Context: an optimization exercise on an open-source flow, tuned for small area. The choices shown serve that exercise and are no tape-out recipe.
Function was not checked in any run shown here: the RTL went through the layout flow alone.
Power figures rest on the tool's default switching activity, not on a simulated workload.

--- config.mk ---
export PLATFORM = sky130hd
export DESIGN_NAME = delqa_ethmac
export DESIGN_NICKNAME = delqa_ethmac
export VERILOG_FILES = /design/flow/design.v
export SDC_FILE = /design/flow/constraint.sdc
export NUM_CORES = 4
export LEC_CHECK = 0
export CAP_MARGIN = 20
export CORE_MARGIN = 2
export CORE_UTILIZATION = 40
export SLEW_MARGIN = 20
--- constraint.sdc ---
create_clock -name core_clock -period 8.0 [get_ports {clk}]
set_input_delay 1.6000 -clock core_clock [delete_from_list [all_inputs] [get_ports {clk}]]
set_output_delay 1.6000 -clock core_clock [all_outputs]
set_load 0.01 [all_outputs]
--- design.v ---
module crc_n(
   input  [31:0] q,
   input  [7:0]  t,
   output [31:0] nxt
);
wire [31:0] f;
assign f[0]  = t[0] ^ t[6];
assign f[1]  = t[0] ^ t[1] ^ t[6] ^ t[7];
assign f[2]  = t[0] ^ t[1] ^ t[2] ^ t[6] ^ t[7];
assign f[3]  = t[1] ^ t[2] ^ t[3] ^ t[7];
assign f[4]  = t[0] ^ t[2] ^ t[3] ^ t[4] ^ t[6];
assign f[5]  = t[0] ^ t[1] ^ t[3] ^ t[4] ^ t[5] ^ t[6] ^ t[7];
assign f[6]  = t[1] ^ t[2] ^ t[4] ^ t[5] ^ t[6] ^ t[7];
assign f[7]  = t[0] ^ t[2] ^ t[3] ^ t[5] ^ t[7];
assign f[8]  = t[0] ^ t[1] ^ t[3] ^ t[4];
assign f[9]  = t[1] ^ t[2] ^ t[4] ^ t[5];
assign f[10] = t[0] ^ t[2] ^ t[3] ^ t[5];
assign f[11] = t[0] ^ t[1] ^ t[3] ^ t[4];
assign f[12] = t[0] ^ t[1] ^ t[2] ^ t[4] ^ t[5] ^ t[6];
assign f[13] = t[1] ^ t[2] ^ t[3] ^ t[5] ^ t[6] ^ t[7];
assign f[14] = t[2] ^ t[3] ^ t[4] ^ t[6] ^ t[7];
assign f[15] = t[3] ^ t[4] ^ t[5] ^ t[7];
assign f[16] = t[0] ^ t[4] ^ t[5];
assign f[17] = t[1] ^ t[5] ^ t[6];
assign f[18] = t[2] ^ t[6] ^ t[7];
assign f[19] = t[3] ^ t[7];
assign f[20] = t[4];
assign f[21] = t[5];
assign f[22] = t[0];
assign f[23] = t[0] ^ t[1] ^ t[6];
assign f[24] = t[1] ^ t[2] ^ t[7];
assign f[25] = t[2] ^ t[3];
assign f[26] = t[0] ^ t[3] ^ t[4] ^ t[6];
assign f[27] = t[1] ^ t[4] ^ t[5] ^ t[7];
assign f[28] = t[2] ^ t[5] ^ t[6];
assign f[29] = t[3] ^ t[6] ^ t[7];
assign f[30] = t[4] ^ t[7];
assign f[31] = t[5];
assign nxt = {q[23:0], 8'h00} ^ f;
endmodule
module ethsend(
   input             clk,
   input             clr,
   input             txena,       
   output            txdone,      
   output            txen,        
   output     [7:0]  dataout,     
   input      [15:0] txbdata,     
   output     [9:0]  txbaddr,     
   input      [10:0] txcntb,      
   input             skipb        
);
localparam IDLE  = 3'd0;
localparam START = 3'd1;
localparam PRE   = 3'd2;
localparam DATA  = 3'd3;
localparam TAIL  = 3'd4;    
localparam DONE  = 3'd5;
reg  [2:0]  st;
reg  [10:0] p;              
reg  [31:0] crc;
wire s_idle = (st == IDLE);
wire s_pre  = (st == PRE);
wire s_data = (st == DATA);
wire s_tail = (st == TAIL);
assign txbaddr = p[10:1];
assign txdone  = (st == DONE);
assign txen    = s_pre | s_data | (s_tail & (p[3:2] == 2'b00));
wire [7:0]  dbyte  = p[0] ? txbdata[15:8] : txbdata[7:0];
wire        sfd    = (p[2:0] == 3'd7);
wire [10:0] last_p = ~txcntb + {9'd0, skipb, skipb};
wire        last   = (p == last_p);
assign dataout = s_pre  ? {sfd, 7'h55} :
                 s_data ? dbyte :
                 ~{crc[24], crc[25], crc[26], crc[27], crc[28], crc[29], crc[30], crc[31]};
wire [1:0]  u = p[1:0];
wire [7:0]  tpre = {u == 2'd1 | u == 2'd3, u == 2'd0, 1'b0, u == 2'd3,
                    u[1], u == 2'd0, u[0] ~^ u[1], u != 2'd0};
wire [7:0]  t = s_data ? (crc[31:24] ^
                {dbyte[0], dbyte[1], dbyte[2], dbyte[3], dbyte[4], dbyte[5], dbyte[6], dbyte[7]}) :
                s_tail ? 8'h00 : tpre;
wire [31:0] crc_nxt;
crc_n crc_tx(.q(crc), .t(t), .nxt(crc_nxt));
always @(posedge clk) begin
   crc <= crc_nxt;
   if (s_idle)
      p <= 11'h7F7;
   else if (s_data & last)
      p <= 11'd0;
   else if (s_pre & sfd)
      p <= {9'd0, skipb, skipb};
   else
      p <= p + 1'b1;
   if (clr)
      st <= IDLE;
   else case (st)
      IDLE:  if (txena) st <= START;
      START: st <= PRE;
      PRE:   if (sfd) st <= DATA;
      DATA:  if (last) st <= TAIL;
      TAIL:  if (p[3:0] == 4'hF) st <= DONE;
      DONE:  if (~txena) st <= IDLE;
      default: st <= IDLE;
   endcase
end
endmodule
module ethreceive(
   input             clk,
   input             clr,
   input             rxena,
   input      [7:0]  datain,
   input             rxdv,
   input             rxer,
   input             rxdone,
   output     [10:0] rxcntb,
   output     [9:0]  rxbaddr,
   output     [15:0] rxbdata,
   output reg        rxwrn,
   output reg        rxrdy,
   output reg        err_gen,
   output reg        err_crc,
   output     [47:0] mac_data,
   output reg        mac_rdy,
   input             cmp_done,
   input             cmp_res,
   output reg [1:0]  sfrtyp
);
localparam IDLE    = 3'd0;
localparam SIX_55  = 3'd1;
localparam SPD_D5  = 3'd2;
localparam RX_DATA = 3'd3;
localparam RX_LAST = 3'd4;
localparam RX_CRC  = 3'd5;
localparam CHK_MAC = 3'd6;
localparam FINISH  = 3'd7;
reg  [2:0]  st;
reg  [10:0] n;
reg  [47:0] recmac;
reg  [7:0]  hi, lo;
reg         crc_bad;
reg  [31:0] crc;
wire s_data = (st == RX_DATA);
wire s_last = (st == RX_LAST);
wire byte_ok = s_data & rxdv & ~rxer;
wire n3 = (n == 11'd3);
assign mac_data = recmac;
assign rxbaddr  = n[10:1];
assign rxcntb   = {n[10:1] - 1'b1, n[0]};
assign rxbdata  = {hi & {8{~s_last}}, lo};
wire [1:0]  u = n[1:0];
wire [7:0]  tpre = {u == 2'd2 | u == 2'd0, u == 2'd1, 1'b0, u == 2'd0,
                    u == 2'd3 | u == 2'd0, u == 2'd1, u == 2'd1 | u == 2'd0, u != 2'd1};
wire [7:0]  t = s_data ? (crc[31:24] ^ {datain[0], datain[1], datain[2], datain[3],
                                        datain[4], datain[5], datain[6], datain[7]}) : tpre;
wire [31:0] crc_nxt;
crc_n crc_rx(.q(crc), .t(t), .nxt(crc_nxt));
always @(posedge clk) begin
   crc <= crc_nxt;
   if (s_data) crc_bad <= (crc != 32'hC704DD7B);
   if (byte_ok & ~mac_rdy) recmac <= {datain, recmac[47:8]};
   if (byte_ok & ~n[0]) lo <= datain;
   if (byte_ok & n[0]) hi <= datain;
   else if (st == RX_CRC) hi[5:0] <= 6'd0;
   else if (st == CHK_MAC) hi[5:0] <= hi[5:0] + 1'b1;
   case (st)
      IDLE, SPD_D5: n <= 11'h7FE;
      SIX_55:  n <= n + 1'b1;
      RX_DATA: if (byte_ok) n <= n + 1'b1;
      default: ;
   endcase
   if (clr) begin
      st <= IDLE;
      rxrdy <= 1'b0;
      err_gen <= 1'b0;
      err_crc <= 1'b0;
      rxwrn <= 1'b0;
      mac_rdy <= 1'b0;
      sfrtyp <= 2'b00;
   end
   else begin
      case (st)
         IDLE: begin
            rxwrn <= 1'b0;
            mac_rdy <= 1'b0;
            sfrtyp <= 2'b00;
            if (rxdv & rxena & (datain == 8'h55)) begin
               err_gen <= 1'b0;
               err_crc <= 1'b0;
               st <= SIX_55;
            end
         end
         SIX_55: begin
            if (~rxer & rxdv & (datain == 8'h55)) begin
               if (n3) st <= SPD_D5;
            end
            else begin
               err_gen <= 1'b1;
               st <= IDLE;
            end
         end
         SPD_D5: begin
            if (~rxer & rxdv & (datain == 8'hD5))
               st <= RX_DATA;
            else begin
               err_gen <= 1'b1;
               st <= IDLE;
            end
         end
         RX_DATA: begin
            if (rxwrn & (n[10:1] == 10'd6)) begin
               if ({hi, lo} == 16'o0220) sfrtyp <= 2'b01;
               if ({hi, lo} == 16'o1140) sfrtyp <= 2'b10;
            end
            if (rxer) begin
               err_gen <= 1'b1;
               st <= IDLE;
            end
            else if (rxdv) begin
               if (n3) mac_rdy <= 1'b1;
               rxwrn <= n[0];
            end
            else begin
               rxwrn <= 1'b0;
               st <= RX_LAST;
            end
         end
         RX_LAST: begin
            if (n[0] & ~rxwrn)
               rxwrn <= 1'b1;
            else begin
               rxwrn <= 1'b0;
               st <= RX_CRC;
            end
         end
         RX_CRC: begin
            if (crc_bad) err_crc <= 1'b1;
            st <= CHK_MAC;
         end
         CHK_MAC: begin
            if (cmp_done)
               st <= cmp_res ? FINISH : IDLE;
            else if (hi[5:0] == 6'd63)
               st <= IDLE;
         end
         FINISH: begin
            if (rxdone) begin
               rxrdy <= 1'b0;
               st <= IDLE;
            end
            else rxrdy <= 1'b1;
         end
      endcase
   end
end
endmodule
module delqa_ethmac(
   input          clk,         
   input          rst,         
   input          rx_ena,      
   input          loop,        
   input          skipb,       
   input          tx_req,      
   input          rx_done,     
   input  [10:0]  tx_cnt,      
   output [9:0]   txb_adr,     
   input  [15:0]  txb_dat,     
   output         tx_done,     
   output         e_txen,      
   output [7:0]   e_txd,       
   input          e_rxdv,      
   input          e_rxer,      
   input  [7:0]   e_rxd,       
   output         rxb_we,      
   output [9:0]   rxb_adr,     
   output [15:0]  rxb_dat,     
   output [10:0]  rx_cnt,      
   output         rx_rdy,      
   output         rx_err,      
   output         rx_crc_err,  
   output [1:0]   sfrtyp,      
   output         mac_rdy,     
   output [47:0]  mac_data,    
   input          cmp_done,    
   input          cmp_res      
);
wire        txens;
wire [7:0]  txdb;
assign e_txen = ~loop & txens;
assign e_txd  = txdb;
ethsend ethsendm(
   .clk(clk),
   .clr(rst),
   .txena(tx_req),
   .txdone(tx_done),
   .txen(txens),
   .dataout(txdb),
   .txbdata(txb_dat),
   .txbaddr(txb_adr),
   .txcntb(tx_cnt),
   .skipb(skipb)
);
ethreceive ethrcvm(
   .clk(clk),
   .clr(rst),
   .rxena(loop | rx_ena),
   .datain(loop ? txdb : e_rxd),
   .rxdv(loop ? txens : e_rxdv),
   .rxer(~loop & e_rxer),
   .rxdone(rx_done),
   .rxcntb(rx_cnt),
   .rxbaddr(rxb_adr),
   .rxbdata(rxb_dat),
   .rxwrn(rxb_we),
   .rxrdy(rx_rdy),
   .err_gen(rx_err),
   .err_crc(rx_crc_err),
   .mac_data(mac_data),
   .mac_rdy(mac_rdy),
   .cmp_done(cmp_done),
   .cmp_res(cmp_res),
   .sfrtyp(sfrtyp)
);
endmodule
--- flow/run.sh ---
#!/bin/bash
# Standard ORFS layout with two changes: the port buffers that global
# placement inserts are the smallest buffer cell, and clock tree synthesis
# uses clkbuf_8 and no dummy loads.
set -euo pipefail
export BUFFER_PORTS_ARGS="-buffer_cell sky130_fd_sc_hd__buf_1"
export CTS_ARGS="-sink_clustering_enable -repair_clock_nets -buf_list sky130_fd_sc_hd__clkbuf_8 -dont_use_dummy_load"
bash standard.sh finish > standard_flow.log 2>&1
--- standard.sh ---
#!/bin/bash
# synth_recipe.tcl (not shown) runs the flow's synth.tcl, then flattens the netlist and writes it again
# the make line also repeats each setting of config.mk as NAME=value (left out here)
make -C /OpenROAD-flow-scripts/flow DESIGN_CONFIG=/design/flow/config.mk WORK_HOME=/design/flow/orfs CLKGATE_MAP_FILE= SYNTH_SCRIPT=/design/flow/synth_recipe.tcl "${@:-finish}"
==> results of run 1 <==
==> area by class of cell <==
| cell class | count | area, um2 | area share (%) |
|---|---|---|---|
| inverter | 25 | 93.8 | 0.977 |
| clock buffer | 17 | 234 | 2.44 |
| multi-input combinational | 582 | 4280 | 44.5 |
| timing repair buffer | 160 | 612 | 6.37 |
| sequential | 164 | 4040 | 42.1 |
| tap | 275 | 344 | 3.58 |
==> registers in the layout, indices dropped and copies added (netlist names), 2 cells and up <==
| register | cells |
|---|---|
| ethrcvm.hi | 8 |
| ethrcvm.lo | 8 |
| ethrcvm.crc | 32 |
| ethsendm.crc | 32 |
| ethsendm.p | 11 |
| ethrcvm.st | 3 |
| ethrcvm.n | 11 |
| ethsendm.st | 3 |
| ethrcvm.sfrtyp | 2 |
| ethrcvm.recmac | 48 |
==> stage by stage <==
stage          power, mW  area [um2]
2_1_floorplan       2.04        8670
3_3_place_gp        2.25        9370
3_5_place_dp        2.26        9370
4_1_cts             2.71        9600
5_1_grt             2.87        9600
6_report            2.69        9600
==> power groups by stage <==
stage,logic [mW],registers (mW),clock network (mW)
after global routing,1.13,1.24,0.494
after CTS,1.03,1.22,0.465
after detailed placement,1.02,1.24,0
after global placement,1.00,1.24,0
after floorplan,0.875,1.16,0
final,1.02,1.22,0.447
==> synth_stat cells (9+ instances only) <==
| cell | count |
|---|---|
| nand3_1 | 23 |
| o22ai_1 | 11 |
| o21ai_0 | 33 |
| buf_4 | 14 |
| o21ai_1 | 13 |
| clkbuf_1 | 20 |
| ha_1 | 16 |
| a21oi_1 | 26 |
| xnor2_1 | 94 |
| dfxtp_1 | 88 |
| nor3_1 | 14 |
| nor2_1 | 56 |
| and2_1 | 13 |
| and3_1 | 11 |
| nand2_1 | 45 |
| inv_1 | 24 |
| xor2_1 | 63 |
| edfxtp_1 | 76 |
| nand2b_1 | 9 |
| nor4_1 | 14 |
==> per-layer routing <==
metal | part of all wire, % | global-route usage [%]
met2 | 45 | 29.1
met4 | 1.5 | 5.75
met1 | 47 | 26.5
met3 | 5.9 | 3.70
met5 | 0.061 | 0
==> kinds of logic (layout without fill, tap and decap cells) <==
family,after synthesis,count (layout),synth area share (%)
simple gates,251,251,16.3
compound gates,133,133,10.3
fa+ha+maj,17,17,2.54
mux,12,12,1.66
xor+xnor,169,169,18.5
flops,164,164,46.7
buf+inv,70,202,4.09
==> worst max-delay path: stages (launching register included) <==
cell      delay, ps
dfxtp_1         950
ha_1            470
ha_1            280
nor4b_1          70
a221oi_1        450
buf_1           200
==> final timing paths <==
| kind | endpoint | slack (ps) | cells after the start |
|---|---|---|---|
| setup / recovery | e_txd[7] | 3520 | 5 |
| hold / removal | ethsendm.crc[11] | 430 | 1 |
| setup reg to reg | ethrcvm.crc[5] | 4490 | 9 |
| hold reg to reg | ethsendm.crc[11] | 430 | 1 |
==> results.toml, run 1 <==
[timing]
worst_pin_slew_ps = 959
rsz0062_at_grt = "false"
period_share_pct = 56.0
hold_violations = 0
setup_viol_count_final = 0
setup_tns_ps = 0
fin_skew_ps = 30.1
slew_viol_final = 0
slew_headroom_pct = 36.0
worst_slack_ps = 3520
finalCriticalPeriod_ps = 4480
max_freq_mhz = 223
holdWs_ps = 428

[power]
combinationalPowerShare_pct = 38.0
p_leak_nw = 3.37
p_sw_mw = 0.970
clock_power_share_pct = 16.6
p_int_mw = 1.72
switching_share_pct = 36.0
ir_drop_mv = 0.198
p_seq_share_pct = 45.4
power_density_nw_per_um2 = 280

[cells_and_area]
areaGrowthSynthToFinish_pct = 10.8
utilization_pct = 45.4
layout_common_cells = "buf_1, xnor2_1, dfxtp_1, edfxtp_1, xor2_1"
nFillCells = 2082
layout_commonest_cell = "buf_1"
layout-drive-gt1-share_pct = 6.43
fin_cells = 1223
nets = 1013
num_antenna_cells = 0

[cts]
htree_levels = 4
root_buffer = "clkbuf_8"
clk_pin_slew_worst_paths_ps = 80
ctsResizeCount = 0
clkSinkCount = 164
clk_path_buf_depth = 2
clock_latency_ps = 450
postCtsHoldBufs = 0
cts_setup_buffers = 0
cts-buffers-inserted = 17
tritoncts = "yes"

[setup_path]
start_kind = "flip-flop"
crit_arrival_ps = 2880
end_kind = "output pin"
path_class = "reg -> out"
startpoint = "ethsendm.p[0]"
reg2reg_from = "ethsendm.p[0]"
critPathRequiredTime_ps = 6400
cp_max_fo = 16

[yosys]
synth_nets = 879
synth_edf_count = 76
synth_area_leaders = "edfxtp_1, dfxtp_1, xnor2_1"
synthArstFlopShare_pct = 0
synthCells = 816
yosys_warnings = 2
yosysTopAreaCellShare_pct = 26.3
avgSynthCellArea_um2 = 10.6
synth_seq_cells = 164
yosysSeqAreaShare_pct = 46.7
synth_cell_type_count = 84
yosysTopAreaCell = "edfxtp_1"
syn_area_um2 = 8670
ys.flop_type = "dfxtp_1"

[placement]
port_buffers = 157
dp_hpwl_mm = 16.0
dp.cells = 1206
gp_congestion = 0.868
pre_cts_ws_ps = 3400

[route]
vias = 6442
drc = 0
drtIter0Drc = 373
routed_wl_mm = 21.1
first_pass_iters = 4
wl_per_cell_um = 17.3
viasPerCell = 5.27
ant_nets = 0

[global_route]
grt_pass1_vias = 6060
gr-total-overflow = 0
grt_pass1_wl_mm = 32.8
antenna_found_initial = 1
grt.total_usage_pct = 18.8
grt_max_degree = 49

[floorplan]
die_area_um2 = 22900
core_um2 = 21200
die_y_um = 151
row_count = 53
die_x_um = 151
initial_core_util_pct = 41.0
ioPinCount = 158

[worst_hold_path]
hp-start = "ethsendm.crc[3]"
hp-class = "reg -> reg"

[job]
max_cap_violations = 0

[run_status]
status = "no timing/DRC/antenna violations"
==> run 2, diff against run 1 <==
--- a/design.v
+++ b/design.v
@@ -69,3 +69,3 @@
 wire [7:0]  dbyte  = p[0] ? txbdata[15:8] : txbdata[7:0];
-wire        sfd    = (p[2:0] == 3'd7);
+wire        sfd    = (p[2:0] == {~skipb, 1'b1, ~skipb});
 wire [10:0] last_p = ~txcntb + {9'd0, skipb, skipb};
@@ -75,8 +75,4 @@
                  ~{crc[24], crc[25], crc[26], crc[27], crc[28], crc[29], crc[30], crc[31]};
-wire [1:0]  u = p[1:0];
-wire [7:0]  tpre = {u == 2'd1 | u == 2'd3, u == 2'd0, 1'b0, u == 2'd3,
-                    u[1], u == 2'd0, u[0] ~^ u[1], u != 2'd0};
-wire [7:0]  t = s_data ? (crc[31:24] ^
-                {dbyte[0], dbyte[1], dbyte[2], dbyte[3], dbyte[4], dbyte[5], dbyte[6], dbyte[7]}) :
-                s_tail ? 8'h00 : tpre;
+wire [7:0]  t = {8{s_data}} & (crc[31:24] ^
+                {dbyte[0], dbyte[1], dbyte[2], dbyte[3], dbyte[4], dbyte[5], dbyte[6], dbyte[7]});
 wire [31:0] crc_nxt;
@@ -84,9 +80,7 @@
 always @(posedge clk) begin
-   crc <= crc_nxt;
+   crc <= (s_data | s_tail) ? crc_nxt : 32'hFFFFFFFF;
    if (s_idle)
-      p <= 11'h7F7;
+      p <= {7'h7F, skipb, ~skipb, 1'b1, ~skipb};
    else if (s_data & last)
       p <= 11'd0;
-   else if (s_pre & sfd)
-      p <= {9'd0, skipb, skipb};
    else
@@ -139,2 +133,3 @@
 reg  [7:0]  hi, lo;
+reg  [5:0]  tmo;
 reg         crc_bad;
@@ -149,7 +144,4 @@
 assign rxbdata  = {hi & {8{~s_last}}, lo};
-wire [1:0]  u = n[1:0];
-wire [7:0]  tpre = {u == 2'd2 | u == 2'd0, u == 2'd1, 1'b0, u == 2'd0,
-                    u == 2'd3 | u == 2'd0, u == 2'd1, u == 2'd1 | u == 2'd0, u != 2'd1};
-wire [7:0]  t = s_data ? (crc[31:24] ^ {datain[0], datain[1], datain[2], datain[3],
-                                        datain[4], datain[5], datain[6], datain[7]}) : tpre;
+wire [7:0]  t = crc[31:24] ^ {datain[0], datain[1], datain[2], datain[3],
+                              datain[4], datain[5], datain[6], datain[7]};
 wire [31:0] crc_nxt;
@@ -157,3 +149,3 @@
 always @(posedge clk) begin
-   crc <= crc_nxt;
+   crc <= s_data ? crc_nxt : 32'hFFFFFFFF;
    if (s_data) crc_bad <= (crc != 32'hC704DD7B);
@@ -161,5 +153,5 @@
    if (byte_ok & ~n[0]) lo <= datain;
-   if (byte_ok & n[0]) hi <= datain;
-   else if (st == RX_CRC) hi[5:0] <= 6'd0;
-   else if (st == CHK_MAC) hi[5:0] <= hi[5:0] + 1'b1;
+   if (byte_ok &  n[0]) hi <= datain;
+   if (st == RX_CRC) tmo <= 6'd0;
+   else if (st == CHK_MAC) tmo <= tmo + 1'b1;
    case (st)
@@ -241,3 +233,3 @@
                st <= cmp_res ? FINISH : IDLE;
-            else if (hi[5:0] == 6'd63)
+            else if (tmo == 6'd63)
                st <= IDLE;
==> run.sh (new file) <==
#!/bin/bash
# synth_recipe.tcl (not shown) runs the flow's synth.tcl, then flattens the netlist and writes it again
# the make line also repeats each setting of config.mk as NAME=value (left out here)
make -C /OpenROAD-flow-scripts/flow DESIGN_CONFIG=/design/flow/config.mk WORK_HOME=/design/flow/orfs CLKGATE_MAP_FILE= SYNTH_SCRIPT=/design/flow/synth_recipe.tcl finish
removed: flow/run.sh
removed: standard.sh
==> results.toml, run 2 <==
[cts]
ctsResizeCount = 0
root_buffer = "clkbuf_16"
clk_pin_slew_worst_paths_ps = 70
clk_path_buf_depth = 2
clock_latency_ps = 430
tritoncts = "yes"
cts_setup_buffers = 0
cts-buffers-inserted = 17
postCtsHoldBufs = 0
clkSinkCount = 170
htree_levels = 4

[timing]
max_freq_mhz = 180
slew_headroom_pct = 37.1
hold_violations = 0
rsz0062_at_grt = "false"
setup_tns_ps = 0
worst_pin_slew_ps = 942
finalCriticalPeriod_ps = 5570
fin_skew_ps = 13.4
period_share_pct = 69.6
slew_viol_final = 0
setup_viol_count_final = 0
worst_slack_ps = 2430

[power]
p_int_mw = 1.87
ir_drop_mv = 0.120
power_density_nw_per_um2 = 247
p_leak_nw = 3.98
p_sw_mw = 0.876
clock_power_share_pct = 29.4
combinationalPowerShare_pct = 31.3
p_seq_share_pct = 39.3
switching_share_pct = 31.9

[yosys]
synth_edf_count = 76
synth_nets = 867
yosysTopAreaCellShare_pct = 26.0
yosysSeqAreaShare_pct = 47.4
synthTopCellsByCount = "nand2_1, dfxtp_1, xnor2_1, edfxtp_1, xor2_1"
synth_cell_type_count = 83
synthArstFlopShare_pct = 0
ys.flop_type = "dfxtp_1"
post-synth-top-count-cell = "nand2_1"
synthCells = 812
syn_area_um2 = 8790
synth_seq_cells = 170
avgSynthCellArea_um2 = 10.8
synth_area_leaders = "edfxtp_1, dfxtp_1, xnor2_1"
yosys_warnings = 2
yosysTopAreaCell = "edfxtp_1"

[global_route]
use_met3_pct = 4.55
grt_max_degree = 49
busiest_layer = "met2"
antenna_found_initial = 1
grt_pass1_vias = 6135
grt.total_usage_pct = 18.4
grt_use_met1_pct = 23.7
use_met2_pct = 30.7
grt_pass1_wl_mm = 33.6
gr-total-overflow = 0

[cells_and_area]
nets = 1005
multiInputGateArea_um2 = 4320
stdcell_area_um2 = 11100
nFillCells = 1965
top_regs = "ethrcvm.recmac: 48 flops, ethrcvm.crc: 32 flops, ethsendm.crc: 32 flops"
seq_area_um2 = 4160
largest_reg_flops = 48
areaGrowthSynthToFinish_pct = 26.3
layout_commonest_cell = "clkdlybuf4s50_1"
largest-register = "ethrcvm.recmac"
layout-drive-gt1-share_pct = 7.68
layout_common_cells = "clkdlybuf4s50_1, nand2_1, dfxtp_1, xnor2_1, edfxtp_1"

[placement]
pre_cts_ws_ps = 2450
dp_hpwl_mm = 15.9
placed_cell_area_um2 = 10500
port_buffers = 157
gp_congestion = 0.810

[floorplan]
core_um2 = 21700
die_area_um2 = 23200
ioPinCount = 158
row_count = 54
die_y_um = 152
die_x_um = 152
initial_core_util_pct = 40.5

[route]
wl_per_cell_um = 17.1
routed_wl_mm = 21.3
viasPerCell = 5.07
first_pass_iters = 4
ant_nets = 0
drc = 0
vias = 6304
drtIter0Drc = 371

[setup_path]
path_class = "in -> out"
crit_arrival_ps = 3970
end_kind = "output pin"
critPathRequiredTime_ps = 6400
start_kind = "input port"
cp_max_fo = 5

[run_status]
status = "no timing/DRC/antenna violations"

[job]
max_cap_violations = 0

[worst_hold_path]
hp-class = "reg -> reg"
==> run 2: final timing paths <==
kind	startpoint	endpoint	slack, ps	depth (start not counted)
worst min-delay path	ethrcvm.recmac[40]	ethrcvm.recmac[32]	450	0
worst max register to register	ethsendm.st[0]	ethrcvm.crc[6]	4650	6
worst min register to register	ethrcvm.recmac[40]	ethrcvm.recmac[32]	450	0
worst max-delay path	skipb	e_txd[7]	2430	6
==> run 2: layout make-up <==
type,count,area share (%)
multi-input cells,576,38.9
diodes,1,0.0225
well taps,280,3.16
repair buffers,161,14.4
clock inverters,14,1.31
inverters,24,0.811
flip-flops and latches,170,37.5
clock buffers,18,3.87
==> run 2: power by group through the flow <==
stage / clock network [mW] / logic, mW / registers [mW]
finish: 0.807 / 0.861 / 1.08
CTS: 0.825 / 0.868 / 1.08
global route: 0.857 / 0.943 / 1.09
floorplan: 0 / 0.676 / 1.04
detailed placement: 0 / 0.862 / 1.10
global placement: 0 / 0.860 / 1.10
==> run 2: worst max-delay path, cell delays in order <==
cell and delay, ps:
clkdlybuf4s50_1 550, or3b_2 450, a21boi_1 330, o211ai_1 190, o21ai_0 230, clkdlybuf4s50_1 610
==> run 2: kinds of logic (layout without fill, tap and decap cells) <==
group	Yosys count	in the layout	synth area share [%]
mux	21	21	2.48
other cells	0	1	0
compound gates	100	100	8.35
fa+ha+maj	9	9	1.37
flops	170	170	47.4
buf+inv	66	217	3.61
xor+xnor	168	168	20.5
simple gates	278	278	16.4
==> run 2: stage by stage <==
stage / cells / hold WS, ps / power (mW) / util [%]
2_1_floorplan: 812 / 443 / 1.72 / -
3_3_place_gp: 1211 / 427 / 1.96 / 48.5
3_5_place_dp: 1211 / 431 / 1.96 / 48.5
4_1_cts: 1243 / 450 / 2.77 / 51.2
5_1_grt: 1243 / 460 / 2.89 / 51.2
6_report: 1244 / 448 / 2.75 / 51.2
==> run 2: per-layer routing <==
metal,vias to the layer above,wire length [um]
met5,-,0
met4,0,201
met3,12,927
met2,127,10300
met1,3038,9840
li1,3127,-
==> run 3, diff against run 2 <==
--- a/config.mk
+++ b/config.mk
@@ -9,3 +9,3 @@
 export CORE_MARGIN = 2
-export CORE_UTILIZATION = 40
+export CORE_UTILIZATION = 65
 export SLEW_MARGIN = 20
==> results.toml, run 3 <==
[cts]
cts_setup_buffers = 0
htree_levels = 4
cts-buffers-inserted = 17
clkSinkCount = 170
root_buffer = "clkbuf_16"
ctsResizeCount = 0
clk_pin_slew_worst_paths_ps = 60
clk_path_buf_depth = 2
postCtsHoldBufs = 0
tritoncts = "yes"
clock_latency_ps = 440

[floorplan]
row_count = 42
ioPinCount = 158
initial_core_util_pct = 66.4
die_x_um = 120
die_area_um2 = 14500
die_y_um = 120
core_um2 = 13200

[cells_and_area]
nets = 1003
layout_common_cells = "clkdlybuf4s50_1, nand2_1, dfxtp_1, xnor2_1, edfxtp_1"
top_regs = "ethrcvm.recmac: 48 flops, ethrcvm.crc: 32 flops, ethsendm.crc: 32 flops"
num_antenna_cells = 0
layout-drive-gt1-share_pct = 7.80
largest-register = "ethrcvm.recmac"
largest_reg_flops = 48
fin_cells = 1137
layout_commonest_cell = "clkdlybuf4s50_1"
areaGrowthSynthToFinish_pct = 24.8
stdcell_area_um2 = 11000

[power]
p_leak_nw = 3.97
ir_drop_mv = 0.181
power_density_nw_per_um2 = 253

[yosys]
yosysTopAreaCellShare_pct = 26.0
post-synth-top-count-cell = "nand2_1"
syn_area_um2 = 8790
synthCells = 812
yosysTopAreaCell = "edfxtp_1"
ys.flop_type = "dfxtp_1"
synth_nets = 867
synth_cell_type_count = 83
synth_seq_cells = 170
synthTopCellsByCount = "nand2_1, dfxtp_1, xnor2_1, edfxtp_1, xor2_1"
synthArstFlopShare_pct = 0
synth_edf_count = 76
synth_area_leaders = "edfxtp_1, dfxtp_1, xnor2_1"
yosys_warnings = 2
yosysSeqAreaShare_pct = 47.4
avgSynthCellArea_um2 = 10.8

[setup_path]
path_class = "in -> out"
start_kind = "input port"
cp_common_cell = "clkdlybuf4s50_1"
cpMaxStageDelayCell = "clkdlybuf4s50_1"
cp_max_fo = 5
critPathRequiredTime_ps = 6400
cp_cell_sequence = "clkdlybuf4s50_1 > or3b_2 > a21boi_1 > o211ai_1 > o21ai_0 > clkdlybuf4s50_1"
max_stage_delay_ps = 610
cp_num_buf_inv = 2
cp_top_family = "buffers and inverters"
crit_arrival_ps = 3870
end_kind = "output pin"

[global_route]
grt_pass1_vias = 6538
gr-total-overflow = 0
grt.total_usage_pct = 30.1
grt_pass1_wl_mm = 33.6
grt_max_degree = 49
antenna_found_initial = 0

[route]
routed_wl_mm = 21.4
wl_per_cell_um = 18.9
first_pass_iters = 5
vias = 6681
drc = 0
drtIter0Drc = 648
ant_nets = 0
viasPerCell = 5.88

[placement]
pre_cts_ws_ps = 2550
placed_cell_area_um2 = 10400
dp_hpwl_mm = 15.6
gp_congestion = 0.909
port_buffers = 157
dp.cells = 1105

[job]
max_cap_violations = 0

[timing]
fin_skew_ps = 10.7
slew_headroom_pct = 31.8
period_share_pct = 68.4
setup_viol_count_final = 0
hold_violations = 0
max_freq_mhz = 183
worst_slack_ps = 2530
worst_pin_slew_ps = 1020
finalCriticalPeriod_ps = 5470
slew_viol_final = 0
rsz0062_at_grt = "false"
setup_tns_ps = 0

[run_status]
status = "no timing/DRC/antenna violations"

[worst_hold_path]
hp-class = "reg -> reg"
run 3: cell counts after synthesis:
No cell type changed its count.
run 3: area by class of cell:
class / instances / area [um2]
well taps: 176 / 220
inverters: 24 / 90.1
multi-input cells: 576 / 4320
fillers: 763 / 2270
flip-flops and latches: 170 / 4160
clock inverters: 15 / 165
repair buffers: 159 / 1590
clock buffers: 17 / 425
run 3: cells by family after synthesis:
group	share of synthesized area, %
simple gates	16.4
flops	47.4
xor+xnor	20.5
compound gates	8.35
buf+inv	3.61
mux	2.48
fa+ha+maj	1.37
run 3: worst register-to-register path, cell delays in order, from the launching register on:
cell	delay [ps]
dfxtp_1	540
nor2b_1	820
nand2_1	430
inv_1	860
nand2_1	280
nor2_4	140
buf_4	510
run 3: worst paths after layout:
path	from	end	slack, ps	cells after the start
min reg2reg	ethrcvm.recmac[45]	ethrcvm.recmac[37]	450	0
max	skipb	e_txd[7]	2530	6
max reg2reg	ethrcvm.st[0]	ethrcvm.recmac[19]	4030	6
min	ethrcvm.recmac[45]	ethrcvm.recmac[37]	450	0
run 3: power by group:
part	leakage, nW	internal (mW)	total (mW)	switching [mW]
Combinational	2.25	0.438	0.872	0.433
Clock	0.275	0.465	0.826	0.360
Sequential	1.44	0.972	1.08	0.106
run 3: per-layer routing:
layer	part of all wire [%]	up-vias	track usage, %
li1	-	3123	-
met1	40	3223	35.3
met2	51	271	52.3
met3	6.2	64	6.42
met4	3.5	0	14.8
met5	0	-	0
run 3: stage by stage:
| step | utilization [%] | total power, mW | hold WS (ps) |
|---|---|---|---|
| floorplan | - | 1.72 | 443 |
| global placement | 78.4 | 1.92 | 431 |
| detailed placement | 78.4 | 1.95 | 435 |
| CTS | 82.8 | 2.78 | 454 |
| global route | 82.8 | 2.90 | 468 |
| finish | 82.8 | 2.78 | 448 |
==> run 4, diff against run 3 <==
--- a/config.mk
+++ b/config.mk
@@ -9,3 +9,4 @@
 export CORE_MARGIN = 2
-export CORE_UTILIZATION = 65
+export CORE_UTILIZATION = 40
+export CTS_BUF_LIST = sky130_fd_sc_hd__clkbuf_8
 export SLEW_MARGIN = 20
==> results.toml, run 4 <==
[setup_path]
critPathRequiredTime_ps = 6400
end_kind = "output pin"
cp_top_family = "buffers and inverters"
cp_num_buf_inv = 2
cp_max_fo = 5
reg2reg_from = "ethsendm.p[0]"
r2r_end = "ethrcvm.crc[27]"
path_class = "in -> out"
reg2reg_slack_ps = 4640
start_kind = "input port"
cp_common_cell = "clkdlybuf4s50_1"
max_stage_delay_ps = 620
ff2ff_path_depth = 7
cpMaxStageDelayCell = "clkdlybuf4s50_1"
cp_cell_sequence = "clkdlybuf4s50_1 > or3b_2 > a21boi_1 > o211ai_1 > o21ai_0 > clkdlybuf4s50_1"
crit_arrival_ps = 3960

[cts]
clkSinkCount = 170
postCtsHoldBufs = 0
cts-buffers-inserted = 17
root_buffer = "clkbuf_8"
ctsResizeCount = 0
cts_setup_buffers = 0
htree_levels = 4
clk_pin_slew_worst_paths_ps = 90
clk_path_buf_depth = 2
tritoncts = "yes"
clock_latency_ps = 470

[route]
routed_wl_mm = 21.2
wl_per_cell_um = 17.0
viasPerCell = 5.09
vias = 6330
drtIter0Drc = 406
first_pass_iters = 4
drc = 0
ant_nets = 0

[cells_and_area]
largest-register = "ethrcvm.recmac"
layout_commonest_cell = "clkdlybuf4s50_1"
multiInputGateArea_um2 = 4320
seq_area_um2 = 4160
fin_cells = 1244
utilization_pct = 50.3
top_regs = "ethrcvm.recmac: 48 flops, ethrcvm.crc: 32 flops, ethsendm.crc: 32 flops"
largest_reg_flops = 48
nFillCells = 1989
nets = 1005
layout-drive-gt1-share_pct = 7.68
areaGrowthSynthToFinish_pct = 24.1
layout_common_cells = "clkdlybuf4s50_1, nand2_1, dfxtp_1, xnor2_1, edfxtp_1"

[power]
p_leak_nw = 3.90
power_density_nw_per_um2 = 232
p_seq_share_pct = 42.5
ir_drop_mv = 0.138
clock_power_share_pct = 23.6
combinationalPowerShare_pct = 33.9
p_int_mw = 1.69
p_sw_mw = 0.851
switching_share_pct = 33.5

[timing]
worst_pin_slew_ps = 952
setup_tns_ps = 0
setup_viol_count_final = 0
holdWs_ps = 444
fin_skew_ps = 23.0
rsz0062_at_grt = "false"
period_share_pct = 69.5
hold_violations = 0
finalCriticalPeriod_ps = 5560
slew_headroom_pct = 36.4
slew_viol_final = 0
max_freq_mhz = 180

[worst_hold_path]
hp-start = "ethrcvm.recmac[40]"
hold_depth = 0
hp-class = "reg -> reg"
min_to = "ethrcvm.recmac[32]"

[floorplan]
initial_core_util_pct = 40.5
die_x_um = 152
ioPinCount = 158
row_count = 54
die_area_um2 = 23200
die_y_um = 152
core_um2 = 21700

[yosys]
synth_area_leaders = "edfxtp_1, dfxtp_1, xnor2_1"
yosysTopAreaCell = "edfxtp_1"
yosysSeqAreaShare_pct = 47.4
ys.flop_type = "dfxtp_1"
synthArstFlopShare_pct = 0
synthTopCellsByCount = "nand2_1, dfxtp_1, xnor2_1, edfxtp_1, xor2_1"
synth_nets = 867
post-synth-top-count-cell = "nand2_1"
yosys_warnings = 2
avgSynthCellArea_um2 = 10.8
syn_area_um2 = 8790
synth_seq_cells = 170
synth_edf_count = 76
synth_cell_type_count = 83
yosysTopAreaCellShare_pct = 26.0
synthCells = 812

[placement]
port_buffers = 157
dp_hpwl_mm = 15.9
dp.cells = 1211
gp_congestion = 0.810

[global_route]
antenna_found_initial = 1
grt_pass1_vias = 6105
grt_max_degree = 49
gr-total-overflow = 0
grt.total_usage_pct = 18.3
grt_pass1_wl_mm = 33.4

[run_status]
status = "no timing/DRC/antenna violations"

[job]
max_cap_violations = 0
==> run 4: cell counts after synthesis <==
Identical to the previous run, type by type.
==> run 4: kinds of logic (layout without fill, tap and decap cells) <==
| group | Yosys count | after routing | share of synthesized area [%] |
|---|---|---|---|
| DFF | 170 | 170 | 47.4 |
| and+or+nand+nor | 278 | 278 | 16.4 |
| buffers and inverters | 66 | 217 | 3.61 |
| muxes | 21 | 21 | 2.48 |
| adders and majority gates | 9 | 9 | 1.37 |
| AOI/OAI and AO/OA | 100 | 100 | 8.35 |
| other | 0 | 1 | 0 |
| xor gates and xnor gates | 168 | 168 | 20.5 |
==> run 4: metal layers <==
layer | share of wire [%] | wire, um | vias to the layer above | track usage [%]
met5 | 0 | 0 | - | 0
met4 | 1.7 | 355 | 0 | 5.43
met3 | 4.2 | 895 | 24 | 4.29
met2 | 48 | 10100 | 129 | 30.5
met1 | 47 | 9860 | 3051 | 23.7
li1 | - | - | 3126 | -
==> run 4: how the worst max path moves through the flow <==
stage / from / endpoint / slack (ps) / depth (start not counted)
CTS: skipb / e_txd[7] / 2430 / 6
finish: skipb / e_txd[7] / 2440 / 6
floorplan: loop / ethrcvm.recmac[0] / 3140 / 6
detailed placement: skipb / e_txd[7] / 2450 / 6
global route: skipb / e_txd[7] / 2250 / 6
global placement: skipb / e_txd[7] / 2440 / 6
==> run 4: layout make-up <==
| type | instances | area share [%] |
|---|---|---|
| clock inverters | 15 | 1.36 |
| multi-input cells | 576 | 39.6 |
| repair buffers | 161 | 14.7 |
| well taps | 280 | 3.21 |
| diodes | 1 | 0.0229 |
| flip-flops and latches | 170 | 38.2 |
| inverters | 24 | 0.826 |
| clock buffers | 17 | 2.14 |
==> run 4: metrics by stage <==
step | instance area (um2) | power (mW) | setup WS [ps]
floorplan | 8790 | 1.72 | 3140
global placement | 10500 | 1.96 | 2440
detailed placement | 10500 | 1.96 | 2450
CTS | 10900 | 2.56 | 2430
global route | 10900 | 2.68 | 2250
finish | 10900 | 2.54 | 2440
==> run 4: power groups by stage <==
stage / logic (mW) / clock network, mW / registers, mW
after CTS: 0.867 / 0.614 / 1.08
after detailed placement: 0.862 / 0 / 1.10
after global placement: 0.860 / 0 / 1.10
final: 0.861 / 0.598 / 1.08
after global routing: 0.942 / 0.644 / 1.09
after floorplan: 0.676 / 0 / 1.04
==> run 4: worst reg2reg max path, delay by kind of cell, from the launching register on <==
kind,cells,cell delay (ps)
AO/OA/AOI/OAI,2,770
XOR/XNOR,3,1200
flip-flops,1,870
multiplexers,1,320
AND/OR/NAND/NOR,1,70
==> run 5, diff against run 4 <==
==> flow/run.sh (new file) <==
#!/bin/bash
# Standard ORFS layout, but the port buffers that global placement inserts
# are the smallest buffer cell instead of the default choice.
set -euo pipefail
export BUFFER_PORTS_ARGS="-buffer_cell sky130_fd_sc_hd__buf_1"
bash standard.sh finish > standard_flow.log 2>&1
==> standard.sh (new file) <==
#!/bin/bash
# synth_recipe.tcl (not shown) runs the flow's synth.tcl, then flattens the netlist and writes it again
# the make line also repeats each setting of config.mk as NAME=value (left out here)
make -C /OpenROAD-flow-scripts/flow DESIGN_CONFIG=/design/flow/config.mk WORK_HOME=/design/flow/orfs CLKGATE_MAP_FILE= SYNTH_SCRIPT=/design/flow/synth_recipe.tcl "${@:-finish}"
--- a/config.mk
+++ b/config.mk
@@ -10,3 +10,2 @@
 export CORE_UTILIZATION = 40
-export CTS_BUF_LIST = sky130_fd_sc_hd__clkbuf_8
 export SLEW_MARGIN = 20
removed: run.sh
==> results.toml, run 5 <==
[yosys]
synthCells = 812
post-synth-top-count-cell = "nand2_1"
yosysTopAreaCellShare_pct = 26.0
synth_nets = 867
synth_edf_count = 76
ys.flop_type = "dfxtp_1"
synth_area_leaders = "edfxtp_1, dfxtp_1, xnor2_1"
yosysTopAreaCell = "edfxtp_1"
yosysSeqAreaShare_pct = 47.4
synth_cell_type_count = 83
yosys_warnings = 2
syn_area_um2 = 8790
synth_seq_cells = 170
synthArstFlopShare_pct = 0
avgSynthCellArea_um2 = 10.8
synthTopCellsByCount = "nand2_1, dfxtp_1, xnor2_1, edfxtp_1, xor2_1"

[timing]
setup_viol_count_final = 0
slew_headroom_pct = 31.2
setup_tns_ps = 0
slew_viol_final = 0
fin_skew_ps = 14.6
hold_violations = 0
rsz0062_at_grt = "false"
max_freq_mhz = 210
period_share_pct = 59.4
finalCriticalPeriod_ps = 4750
worst_pin_slew_ps = 1030

[cts]
clkSinkCount = 170
cts_setup_buffers = 0
postCtsHoldBufs = 0
tritoncts = "yes"
clk_pin_slew_worst_paths_ps = 70
clock_latency_ps = 430
cts-buffers-inserted = 17
clk_path_buf_depth = 2
root_buffer = "clkbuf_16"
htree_levels = 4
ctsResizeCount = 0

[global_route]
grt.total_usage_pct = 17.9
grt_max_degree = 49
grt_pass1_wl_mm = 32.8
gr-total-overflow = 0
antenna_found_initial = 1
grt_pass1_vias = 6109

[placement]
dp.cells = 1210
dp_hpwl_mm = 15.5
gp_congestion = 0.797
port_buffers = 157

[cells_and_area]
largest-register = "ethrcvm.recmac"
areaGrowthSynthToFinish_pct = 15.3
layout-drive-gt1-share_pct = 7.90
top_regs = "ethrcvm.recmac: 48 flops, ethrcvm.crc: 32 flops, ethsendm.crc: 32 flops"
fin_cells = 1243
utilization_pct = 46.8
nets = 1004
largest_reg_flops = 48
layout_commonest_cell = "buf_1"
layout_common_cells = "buf_1, nand2_1, dfxtp_1, xnor2_1, edfxtp_1"

[setup_path]
crit_arrival_ps = 3150
cp_max_fo = 5
critPathRequiredTime_ps = 6400
start_kind = "input port"
end_kind = "output pin"
path_class = "in -> out"

[power]
power_mw = 2.68
p_sw_mw = 0.902
ir_drop_mv = 0.113
clock_power_share_pct = 30.9
switching_share_pct = 33.7
power_density_nw_per_um2 = 264
p_seq_share_pct = 40.2
combinationalPowerShare_pct = 28.8
p_int_mw = 1.77
p_leak_nw = 3.56

[job]
max_cap_violations = 0

[floorplan]
die_y_um = 152
die_x_um = 152
ioPinCount = 158
row_count = 54
core_um2 = 21700
initial_core_util_pct = 40.5
die_area_um2 = 23200

[worst_hold_path]
hp-class = "reg -> reg"

[route]
routed_wl_mm = 20.5
drc = 0
vias = 6298
wl_per_cell_um = 16.5
drtIter0Drc = 382
first_pass_iters = 4
ant_nets = 0
viasPerCell = 5.07

[run_status]
status = "no timing/DRC/antenna violations"
==> run 5: final timing paths <==
path	slack [ps]	cells past startpoint	end	from
worst max-delay path	3250	6	e_txd[7]	skipb
worst min-delay path	440	0	ethrcvm.recmac[32]	ethrcvm.recmac[40]
worst max register to register	4170	6	ethrcvm.recmac[40]	ethrcvm.st[0]
worst min register to register	440	0	ethrcvm.recmac[32]	ethrcvm.recmac[40]
==> run 5: cell families after synthesis <==
group           after synthesis  share of synthesized area (%)
mux                          21                           2.48
fa+ha+maj                     9                           1.37
buf+inv                      66                           3.61
xor+xnor                    168                           20.5
compound gates              100                           8.35
flops                       170                           47.4
simple gates                278                           16.4
==> run 5: final cells by class <==
class,count,area [um2]
Antenna cell,1,2.50
Timing Repair Buffer,160,612
Tap cell,280,350
Sequential cell,170,4160
Multi-Input combinational cell,576,4320
Fill cell,2120,11500
Clock inverter,15,178
Inverter,24,90.1
Clock buffer,17,425
==> run 5: per-layer routing <==
layer  wire length (um)  GRT usage, %
met3                974          4.10
met1               9390          23.0
met2               9880          30.3
met4                253          5.03
met5                  0             0
==> run 5: power groups by stage <==
| stage | Sequential, mW | Combinational [mW] | Clock [mW] |
|---|---|---|---|
| 6_report | 1.08 | 0.772 | 0.828 |
| 2_1_floorplan | 1.04 | 0.676 | 0 |
| 3_3_place_gp | 1.10 | 0.770 | 0 |
| 3_5_place_dp | 1.10 | 0.774 | 0 |
| 5_1_grt | 1.09 | 0.855 | 0.883 |
| 4_1_cts | 1.08 | 0.779 | 0.847 |
==> run 5: per-stage QoR <==
step / hold slack, ps / cell area, um2 / worst slack (ps)
after floorplan: 443 / 8790 / 3140
after global placement: 429 / 9540 / 3250
after detailed placement: 432 / 9540 / 3250
after CTS: 445 / 10100 / 3240
after global routing: 453 / 10100 / 3120
final: 440 / 10100 / 3250
==> run 5: critical path, cell delays in order <==
cell	delay [ps]
buf_1	170
or3b_2	450
a21boi_1	300
o211ai_1	190
o21ai_0	240
buf_1	200
==> run 6, diff against run 5 <==
--- a/design.v
+++ b/design.v
@@ -69,3 +69,3 @@
 wire [7:0]  dbyte  = p[0] ? txbdata[15:8] : txbdata[7:0];
-wire        sfd    = (p[2:0] == {~skipb, 1'b1, ~skipb});
+wire        sfd    = (p[2:0] == 3'd7);
 wire [10:0] last_p = ~txcntb + {9'd0, skipb, skipb};
@@ -75,4 +75,8 @@
                  ~{crc[24], crc[25], crc[26], crc[27], crc[28], crc[29], crc[30], crc[31]};
-wire [7:0]  t = {8{s_data}} & (crc[31:24] ^
-                {dbyte[0], dbyte[1], dbyte[2], dbyte[3], dbyte[4], dbyte[5], dbyte[6], dbyte[7]});
+wire [1:0]  u = p[1:0];
+wire [7:0]  tpre = {u == 2'd1 | u == 2'd3, u == 2'd0, 1'b0, u == 2'd3,
+                    u[1], u == 2'd0, u[0] ~^ u[1], u != 2'd0};
+wire [7:0]  t = s_data ? (crc[31:24] ^
+                {dbyte[0], dbyte[1], dbyte[2], dbyte[3], dbyte[4], dbyte[5], dbyte[6], dbyte[7]}) :
+                s_tail ? 8'h00 : tpre;
 wire [31:0] crc_nxt;
@@ -80,7 +84,9 @@
 always @(posedge clk) begin
-   crc <= (s_data | s_tail) ? crc_nxt : 32'hFFFFFFFF;
+   crc <= crc_nxt;
    if (s_idle)
-      p <= {7'h7F, skipb, ~skipb, 1'b1, ~skipb};
+      p <= 11'h7F7;
    else if (s_data & last)
       p <= 11'd0;
+   else if (s_pre & sfd)
+      p <= {9'd0, skipb, skipb};
    else
@@ -133,3 +139,2 @@
 reg  [7:0]  hi, lo;
-reg  [5:0]  tmo;
 reg         crc_bad;
@@ -144,4 +149,7 @@
 assign rxbdata  = {hi & {8{~s_last}}, lo};
-wire [7:0]  t = crc[31:24] ^ {datain[0], datain[1], datain[2], datain[3],
-                              datain[4], datain[5], datain[6], datain[7]};
+wire [1:0]  u = n[1:0];
+wire [7:0]  tpre = {u == 2'd2 | u == 2'd0, u == 2'd1, 1'b0, u == 2'd0,
+                    u == 2'd3 | u == 2'd0, u == 2'd1, u == 2'd1 | u == 2'd0, u != 2'd1};
+wire [7:0]  t = s_data ? (crc[31:24] ^ {datain[0], datain[1], datain[2], datain[3],
+                                        datain[4], datain[5], datain[6], datain[7]}) : tpre;
 wire [31:0] crc_nxt;
@@ -149,9 +157,9 @@
 always @(posedge clk) begin
-   crc <= s_data ? crc_nxt : 32'hFFFFFFFF;
+   crc <= crc_nxt;
    if (s_data) crc_bad <= (crc != 32'hC704DD7B);
-   if (byte_ok & ~mac_rdy) recmac <= {datain, recmac[47:8]};
+   if (~mac_rdy) recmac <= {datain, recmac[47:8]};
    if (byte_ok & ~n[0]) lo <= datain;
-   if (byte_ok &  n[0]) hi <= datain;
-   if (st == RX_CRC) tmo <= 6'd0;
-   else if (st == CHK_MAC) tmo <= tmo + 1'b1;
+   if (byte_ok & n[0]) hi <= datain;
+   else if (st == RX_CRC) hi[5:0] <= 6'd0;
+   else if (st == CHK_MAC) hi[5:0] <= hi[5:0] + 1'b1;
    case (st)
@@ -233,3 +241,3 @@
                st <= cmp_res ? FINISH : IDLE;
-            else if (tmo == 6'd63)
+            else if (hi[5:0] == 6'd63)
                st <= IDLE;
==> flow/run.sh (replaced) <==
#!/bin/bash
# Standard ORFS layout (the standard.sh) with three changes:
#  - synthesis maps logic with the best of several area-oriented ABC
#    scripts (flow/synth.tcl);
#  - the port buffers that global placement inserts are the smallest buffer;
#  - clock tree synthesis uses clkbuf_8 and no dummy loads.
set -euo pipefail
here=$(pwd)
export BUFFER_PORTS_ARGS="-buffer_cell sky130_fd_sc_hd__buf_1"
export CTS_ARGS="-sink_clustering_enable -repair_clock_nets -buf_list sky130_fd_sc_hd__clkbuf_8 -dont_use_dummy_load"
bash standard.sh SYNTH_SCRIPT="$here/flow/synth.tcl" finish > standard_flow.log 2>&1
==> flow/abc_a11.script (new file) <==
strash
&get -n
&st
&dc2
&syn2
&dch -f
&nf -R 1000
&put
topo
==> flow/abc_a13.script (new file) <==
strash
&get -n
&st
&syn2
&dch -f
&put
amap
topo
==> flow/abc_a14.script (new file) <==
strash
&get -n
&st
&syn3
&dch -f
&nf -R 1000
&put
topo
==> flow/abc_a15.script (new file) <==
strash
&get -n
&st
&syn2
&dch
&nf -R 1000
&put
topo
==> flow/abc_a2.script (new file) <==
strash
&get -n
&st
&dch -f
&nf -R 1000
&put
topo
==> flow/abc_a4.script (new file) <==
strash
dch -f
amap
topo
==> flow/abc_a6.script (new file) <==
strash
&get -n
&st
&syn2
&dch -f
&nf -R 1000
&put
topo
==> flow/abc_a8.script (new file) <==
strash
dc2
dch -f
amap
topo
==> flow/synth.tcl (new file) <==
# The standard flow's synthesis script (synth_recipe.tcl in the work folder), with one
# change: Yosys's abc step maps the logic with each of the area-oriented ABC
# scripts flow/abc_*.script in turn and keeps the mapping with the smallest
# cell area, instead of using ORFS's speed script. Registers are mapped
# before abc, so they are the same as in the standard synthesis.
set flow_dir [file dirname [file normalize [info script]]]
proc abc {args} {
  global flow_dir
  set i [lsearch -exact $args -script]
  set best ""
  set best_area 1e18
  yosys design -save pre_abc
  foreach s [lsort [glob [file join $flow_dir abc_*.script]]] {
    yosys design -load pre_abc
    lset args [expr {$i + 1}] $s
    yosys abc {*}$args
    set f $::env(OBJECTS_DIR)/abc_try_stat.txt
    yosys tee -q -o $f stat -liberty [lindex $::env(LIB_FILES) 0]
    set fp [open $f r]
    set txt [read $fp]
    close $fp
    regexp {Chip area for module '[^']*': ([0-9.]+)} $txt -> area
    puts "ABC script [file tail $s]: area $area"
    if {$area < $best_area} {
      set best_area $area
      set best $s
      yosys design -save best_abc
    }
  }
  yosys design -load best_abc
  puts "ABC script kept: [file tail $best], area $best_area"
}
source [file join [file dirname $flow_dir] synth_recipe.tcl]
==> results.toml, run 6 <==
[run_status]
status = "no timing/DRC/antenna violations"

[setup_path]
cp_cell_sequence = "buf_1 > clkinv_1 > o22ai_1 > clkinv_1 > o221ai_1 > clkinv_1 > o22ai_1 > clkinv_1 > o22ai_1 > clkinv_1 > nor2_1 > a21oi_1"
critical_path_depth = 12
startpoint = "loop"
cp_num_buf_inv = 6
max_stage_delay_ps = 680
reg2reg_from = "ethsendm.st[1]"
r2r_end = "ethrcvm.crc[9]"
crit_path_end = "ethrcvm.crc[9]"
cp_common_cell = "clkinv_1"
cp_top_family = "compound AO/OA/AOI/OAI gates"
start_kind = "input port"
end_kind = "flip-flop"
ff2ff_path_depth = 15
path_class = "in -> reg"
cpMaxStageDelayCell = "o221ai_1"
critPathRequiredTime_ps = 8310
crit_arrival_ps = 5480
cp_max_fo = 12
reg2reg_slack_ps = 2880

[timing]
setup_viol_count_final = 0
max_freq_mhz = 193
finalCriticalPeriod_ps = 5170
period_share_pct = 64.6
slew_viol_final = 0
slew_headroom_pct = 44.9
fin_skew_ps = 35.6
rsz0062_at_grt = "false"
setup_tns_ps = 0
hold_violations = 0
worst_pin_slew_ps = 826

[yosys]
synth_cell_type_count = 36
avgSynthCellArea_um2 = 8.75
synthArstFlopShare_pct = 0
ys.flop_type = "dfxtp_1"
yosysTopAreaCellShare_pct = 29.8
synthTopCellsByCount = "nor2_1, clkinv_1, a21oi_1, dfxtp_1, o22ai_1"
yosys_warnings = 2
synth_edf_count = 76
syn_area_um2 = 7660
synth_seq_cells = 164
synth_area_leaders = "edfxtp_1, dfxtp_1, nor2_1"
synth_nets = 939
synthCells = 876
post-synth-top-count-cell = "nor2_1"
yosysTopAreaCell = "edfxtp_1"
yosysSeqAreaShare_pct = 52.8

[cells_and_area]
nets = 1109
num_antenna_cells = 0
layout_commonest_cell = "buf_1"
largest_reg_flops = 48
areaGrowthSynthToFinish_pct = 14.0
layout-drive-gt1-share_pct = 2.01
layout_common_cells = "buf_1, nor2_1, clkinv_1, a21oi_1, dfxtp_1"
utilization_pct = 46.5
top_regs = "ethrcvm.recmac: 48 flops, ethrcvm.crc: 32 flops, ethsendm.crc: 32 flops"
fin_cells = 1278
largest-register = "ethrcvm.recmac"

[route]
routed_wl_mm = 19.5
wl_per_cell_um = 15.2
vias = 6667
first_pass_iters = 5
drc = 0
ant_nets = 0
drtIter0Drc = 376
viasPerCell = 5.22

[cts]
htree_levels = 4
clock_latency_ps = 450
clkSinkCount = 164
cts_setup_buffers = 0
ctsResizeCount = 0
clk_pin_slew_worst_paths_ps = 70
clk_path_buf_depth = 2
cts-buffers-inserted = 17
root_buffer = "clkbuf_8"
postCtsHoldBufs = 0
tritoncts = "yes"

[floorplan]
core_um2 = 18800
row_count = 50
die_x_um = 142
die_area_um2 = 20300
die_y_um = 142
initial_core_util_pct = 40.8
ioPinCount = 158

[placement]
port_buffers = 157
dp_hpwl_mm = 15.3
gp_congestion = 0.937
dp.cells = 1261

[global_route]
busiest_layer = "met2"
gr-total-overflow = 0
antenna_found_initial = 0
grt_pass1_wl_mm = 30.5
use_met3_pct = 4.91
use_met2_pct = 30.8
grt_use_met1_pct = 25.6
grt.total_usage_pct = 19.3
grt_max_degree = 49
grt_pass1_vias = 6035

[worst_hold_path]
hp-class = "reg -> reg"

[power]
ir_drop_mv = 0.263
power_density_nw_per_um2 = 362
p_leak_nw = 2.96
power_mw = 3.16

[job]
max_cap_violations = 0
## run 6: cell types whose count changed in the layout (fill, tap and decap cells not counted), sizes merged, moves of 37 or more
cell / before / now
xor2: 60 / 1
clkinv: 5 / 127
o21ai: 14 / 58
nor2: 47 / 138
xnor2: 91 / 1
nand2: 102 / 65
a21oi: 17 / 90
o22ai: 7 / 82
## run 6: how the worst min path moves through the flow
stage / to / start / cells after the start / slack, ps
2_1_floorplan: ethsendm.crc[19] / ethsendm.crc[11] / 1 / 410
3_3_place_gp: ethsendm.crc[21] / ethsendm.crc[13] / 1 / 410
3_5_place_dp: ethsendm.crc[25] / ethsendm.crc[17] / 1 / 410
4_1_cts: ethsendm.crc[21] / ethsendm.crc[13] / 1 / 430
5_1_grt: ethsendm.crc[19] / ethsendm.crc[11] / 1 / 440
6_report: ethsendm.crc[19] / ethsendm.crc[11] / 1 / 430
## run 6: cell type report
class	count	area, um2
Fill cell	1889	10000
Multi-Input combinational cell	575	3070
Tap cell	234	293
Timing Repair Buffer	161	619
Inverter	127	477
Clock buffer	17	234
Sequential cell	164	4040
## run 6: cell families after synthesis
kind of cell               count (synthesis)  share of synthesized area (%)
and+or+nand+nor                          281                           15.8
buffers and inverters                    137                           7.20
AOI/OAI and AO/OA                        275                           21.2
xor gates and xnor gates                   2                          0.229
adders and majority gates                 17                           2.87
DFF                                      164                           52.8
## run 6: metrics by stage
step / worst slack, ps / hold WS (ps) / area, um2
after detailed placement: 2500 / 413 / 8500
after global routing: 2320 / 444 / 8730
after floorplan: 3520 / 407 / 7660
final: 2830 / 429 / 8730
after CTS: 2950 / 430 / 8730
after global placement: 2690 / 411 / 8500
## run 6: layer usage
| layer | vias to the layer above | wire [um] |
|---|---|---|
| li1 | 3480 | - |
| met1 | 2964 | 9100 |
| met2 | 194 | 8760 |
| met3 | 29 | 1180 |
| met4 | 0 | 447 |
| met5 | - | 0 |
## run 6: worst reg2reg max path, stage by stage (launching register included)
cell and delay (ps):
dfxtp_1 400, clkinv_1 130, nor2_1 600, nand2_1 470, clkinv_1 300, a21oi_1 150
o22ai_1 280, clkinv_1 210, o221ai_1 680, clkinv_1 390, o22ai_1 570, clkinv_1 250
o22ai_1 270, clkinv_1 140, nor2_1 110, a21oi_1 40
## run 6: power breakdown
| part | leakage, nW | internal, mW | switching, mW | total (mW) |
|---|---|---|---|---|
| clock network | 0.122 | 0.187 | 0.247 | 0.435 |
| logic | 1.36 | 0.454 | 0.893 | 1.35 |
| registers | 1.48 | 1.20 | 0.182 | 1.38 |
==> run 7, diff against run 6 <==
==> flow/abc_b6.script (new file) <==
strash
&get -n
&st
&syn2
&dch -f
&nf -R 1000
&put
strash
&get -n
&st
&dch -f
&nf -R 1000
&put
topo
==> flow/abc_b7.script (new file) <==
strash
&get -n
&st
&syn2
&dch -f
&nf -R 1000
&st
&dch -f
&put
amap
topo
==> flow/abc_c1.script (new file) <==
strash
&get -n
&st
&syn2
&dch -f
&nf -R 1000
&put
strash
&get -n
&st
&dch -f
&nf -R 1000
&put
strash
&get -n
&st
&dch -f
&nf -R 1000
&put
topo
==> flow/abc_c3.script (new file) <==
strash
&get -n
&st
&syn2
&dch -f
&nf -R 1000
&put
strash
&get -n
&st
&syn2
&dch -f
&nf -R 1000
&put
strash
&get -n
&st
&dch -f
&nf -R 1000
&put
topo
==> flow/abc_c4.script (new file) <==
strash
&get -n
&st
&syn2
&dch -f
&nf -R 1000
&put
strash
&get -n
&st
&dch -f
&nf -R 1000
&put
strash
&get -n
&st
&dch -f
&nf -R 1000
&put
strash
&get -n
&st
&dch -f
&nf -R 1000
&put
strash
&get -n
&st
&dch -f
&nf -R 1000
&put
strash
&get -n
&st
&dch -f
&nf -R 1000
&put
topo
==> flow/abc_e1.script (new file) <==
strash
&get -n
&st
&syn2
&dch -f
&nf -R 1000
&put
strash
&get -n
&st
&syn2
&dch -f
&nf -R 1000
&put
strash
&get -n
&st
&syn2
&dch -f
&nf -R 1000
&put
strash
&get -n
&st
&dch -f
&nf -R 1000
&put
topo
==> flow/abc_e2.script (new file) <==
strash
&get -n
&st
&syn2
&dch -f
&nf -R 1000
&put
strash
&get -n
&st
&syn2
&dch -f
&nf -R 1000
&put
strash
&get -n
&st
&dch -f
&nf -R 1000
&put
strash
&get -n
&st
&dch -f
&nf -R 1000
&put
topo
==> flow/abc_e5.script (new file) <==
strash
&get -n
&st
&syn3
&dch -f
&nf -R 1000
&put
strash
&get -n
&st
&syn2
&dch -f
&nf -R 1000
&put
strash
&get -n
&st
&dch -f
&nf -R 1000
&put
topo
==> flow/abc_e6.script (new file) <==
strash
&get -n
&st
&syn2
&dch -f
&nf -R 1000
&put
strash
&get -n
&st
&syn3
&dch -f
&nf -R 1000
&put
strash
&get -n
&st
&dch -f
&nf -R 1000
&put
topo
removed: flow/abc_a14.script
removed: flow/abc_a15.script
removed: flow/abc_a2.script
removed: flow/abc_a4.script
removed: flow/abc_a6.script
removed: flow/abc_a8.script
==> results.toml, run 7 <==
[timing]
slew_headroom_pct = 36.1
fin_skew_ps = 18.8
setup_tns_ps = 0
hold_violations = 0
worst_slack_ps = 3590
max_freq_mhz = 227
setup_viol_count_final = 0
slew_viol_final = 0
holdWs_ps = 427
period_share_pct = 55.1
rsz0062_at_grt = "false"
worst_pin_slew_ps = 956
finalCriticalPeriod_ps = 4410

[floorplan]
initial_core_util_pct = 40.6
die_area_um2 = 20000
die_x_um = 141
ioPinCount = 158
die_y_um = 141
row_count = 50
core_um2 = 18600

[placement]
pre_cts_ws_ps = 3160
dp.cells = 1059
gp_congestion = 0.873
dp_hpwl_mm = 13.3
port_buffers = 157
placed_cell_area_um2 = 8380

[cts]
clk_pin_slew_worst_paths_ps = 80
clock_latency_ps = 430
clkSinkCount = 164
htree_levels = 4
postCtsHoldBufs = 0
tritoncts = "yes"
root_buffer = "clkbuf_8"
clk_path_buf_depth = 2
cts-buffers-inserted = 17
ctsResizeCount = 0
cts_setup_buffers = 0

[cells_and_area]
num_antenna_cells = 0
nets = 907
largest_reg_flops = 48
utilization_pct = 46.4
nFillCells = 1736
stdcell_area_um2 = 8610
layout-drive-gt1-share_pct = 2.38
fin_cells = 1076
top_regs = "ethrcvm.recmac: 48 flops, ethrcvm.crc: 32 flops, ethsendm.crc: 32 flops"
areaGrowthSynthToFinish_pct = 14.1
largest-register = "ethrcvm.recmac"
layout_common_cells = "buf_1, xnor2_1, dfxtp_1, edfxtp_1, xor2_1"
layout_commonest_cell = "buf_1"

[power]
ir_drop_mv = 0.219
power_mw = 3.94
power_density_nw_per_um2 = 457
p_leak_nw = 2.96

[yosys]
synth_area_leaders = "edfxtp_1, dfxtp_1, xnor2_1"
avgSynthCellArea_um2 = 11.2
yosysTopAreaCell = "edfxtp_1"
yosysTopAreaCellShare_pct = 30.2
synth_nets = 738
yosys_warnings = 2
ys.flop_type = "dfxtp_1"
syn_area_um2 = 7550
synthTopCellsByCount = "xnor2_1, dfxtp_1, edfxtp_1, xor2_1, nand2_1"
synth_edf_count = 76
synthCells = 675
synth_cell_type_count = 41
synthArstFlopShare_pct = 0
yosysSeqAreaShare_pct = 53.6
post-synth-top-count-cell = "xnor2_1"
synth_seq_cells = 164

[route]
routed_wl_mm = 17.2
wl_per_cell_um = 16.0
vias = 5443
first_pass_iters = 4
viasPerCell = 5.06
drc = 0
drtIter0Drc = 417
ant_nets = 0

[global_route]
antenna_found_initial = 0
grt_max_degree = 49
gr-total-overflow = 0
grt_pass1_vias = 5295
grt_pass1_wl_mm = 27.5
grt.total_usage_pct = 17.5

[setup_path]
crit_arrival_ps = 4700
end_kind = "flip-flop"
cp_max_fo = 9
critPathRequiredTime_ps = 8290
path_class = "in -> reg"
start_kind = "input port"

[job]
max_cap_violations = 0

[run_status]
status = "no timing/DRC/antenna violations"

[worst_hold_path]
hp-class = "reg -> reg"
run 7: cell types whose count changed after synthesis, sizes merged, moves of 12 or more:
cell | previous run | this run
o22ai | 82 | 7
o221ai | 12 | 0
nand2 | 65 | 44
nor2 | 138 | 42
mux2i | 0 | 12
a21oi | 90 | 25
clkinv | 127 | 26
xnor2 | 1 | 109
o21ai | 58 | 33
xor2 | 1 | 65
run 7: layout make-up:
class                           instances  area, um2  area share (%)
Clock buffer                           17        234            2.72
Tap cell                              234        293            3.40
Multi-Input combinational cell        475       3330            38.7
Sequential cell                       164       4040            47.0
Inverter                               26       97.6            1.13
Timing Repair Buffer                  160        612            7.10
run 7: path summary, 6_finish.rpt:
| kind | start | end | slack (ps) | depth (start not counted) |
|---|---|---|---|---|
| hold reg to reg | ethsendm.crc[1] | ethsendm.crc[9] | 430 | 1 |
| setup reg to reg | ethsendm.st[2] | ethrcvm.crc[11] | 4020 | 10 |
| setup / recovery | skipb | ethsendm.p[4] | 3590 | 13 |
| hold / removal | ethsendm.crc[1] | ethsendm.crc[9] | 430 | 1 |
run 7: metal layers:
metal	vias to the layer above	global-route usage (%)	wire length [um]
li1	2688	-	-
met1	2574	22.9	7830
met2	154	28.2	8050
met3	27	4.32	932
met4	0	6.84	424
met5	-	0	0
run 7: report_power, final:
group | switching (mW) | internal [mW] | total [mW]
Combinational | 1.06 | 0.870 | 1.93
Sequential | 0.264 | 1.31 | 1.57
Clock | 0.243 | 0.188 | 0.431
Total | 1.57 | 2.37 | 3.94
run 7: critical path, stage by stage:
cell and delay, ps:
buf_1 140, ha_1 190, clkinv_1 80, fa_1 420, or4_1 630, nor4_1 280, xnor2_1 160, o2111ai_1 120
nor3_1 290, nand2_1 90, nand2_1 140, or2_0 400, o21ai_0 150
run 7: cells by family (layout without fill, tap and decap cells):
kind of cell             after synthesis  in the layout  synth area share (%)
flip-flops                           164            164                  53.6
adder cells (fa/ha/maj)               17             17                  2.92
AO/OA/AOI/OAI                         99             99                  7.92
AND/OR/NAND/NOR                      170            170                  11.1
buffers and inverters                 36            203                  2.29
multiplexers                          15             15                  2.04
XOR/XNOR                             174            174                  20.2

## static timing again, ports no longer ideal
Ports are ideal in the flow. The routed layouts listed here were re-timed in OpenROAD.
Step 1 assumes that a clkbuf_16 drives the clock port and a buf_2 every other input.
Step 2, shift: input delay + t, output delay - t, t = (earliest + latest rising clock arrival at the registers) / 2. This alone moves slack from input paths to output paths.
Slacks: ideal ports / drivers / drivers and shift; pairs: ideal ports / drivers.
run | t (ns) | setup slack, ns
run 1 | 0.478 | 3.519 / 3.477 / 3.409
run 2 | 0.469 | 2.434 / 2.391 / 2.391
run 3 | 0.476 | 2.529 / 2.507 / 2.507
run 4 | 0.506 | 2.438 / 2.395 / 2.395
run 5 | 0.472 | 3.248 / 3.205 / 3.205
run 6 | 0.476 | 2.828 / 2.841 / 2.365
run 7 | 0.464 | 3.595 / 3.610 / 3.146
After both steps every run listed still meets setup and hold.
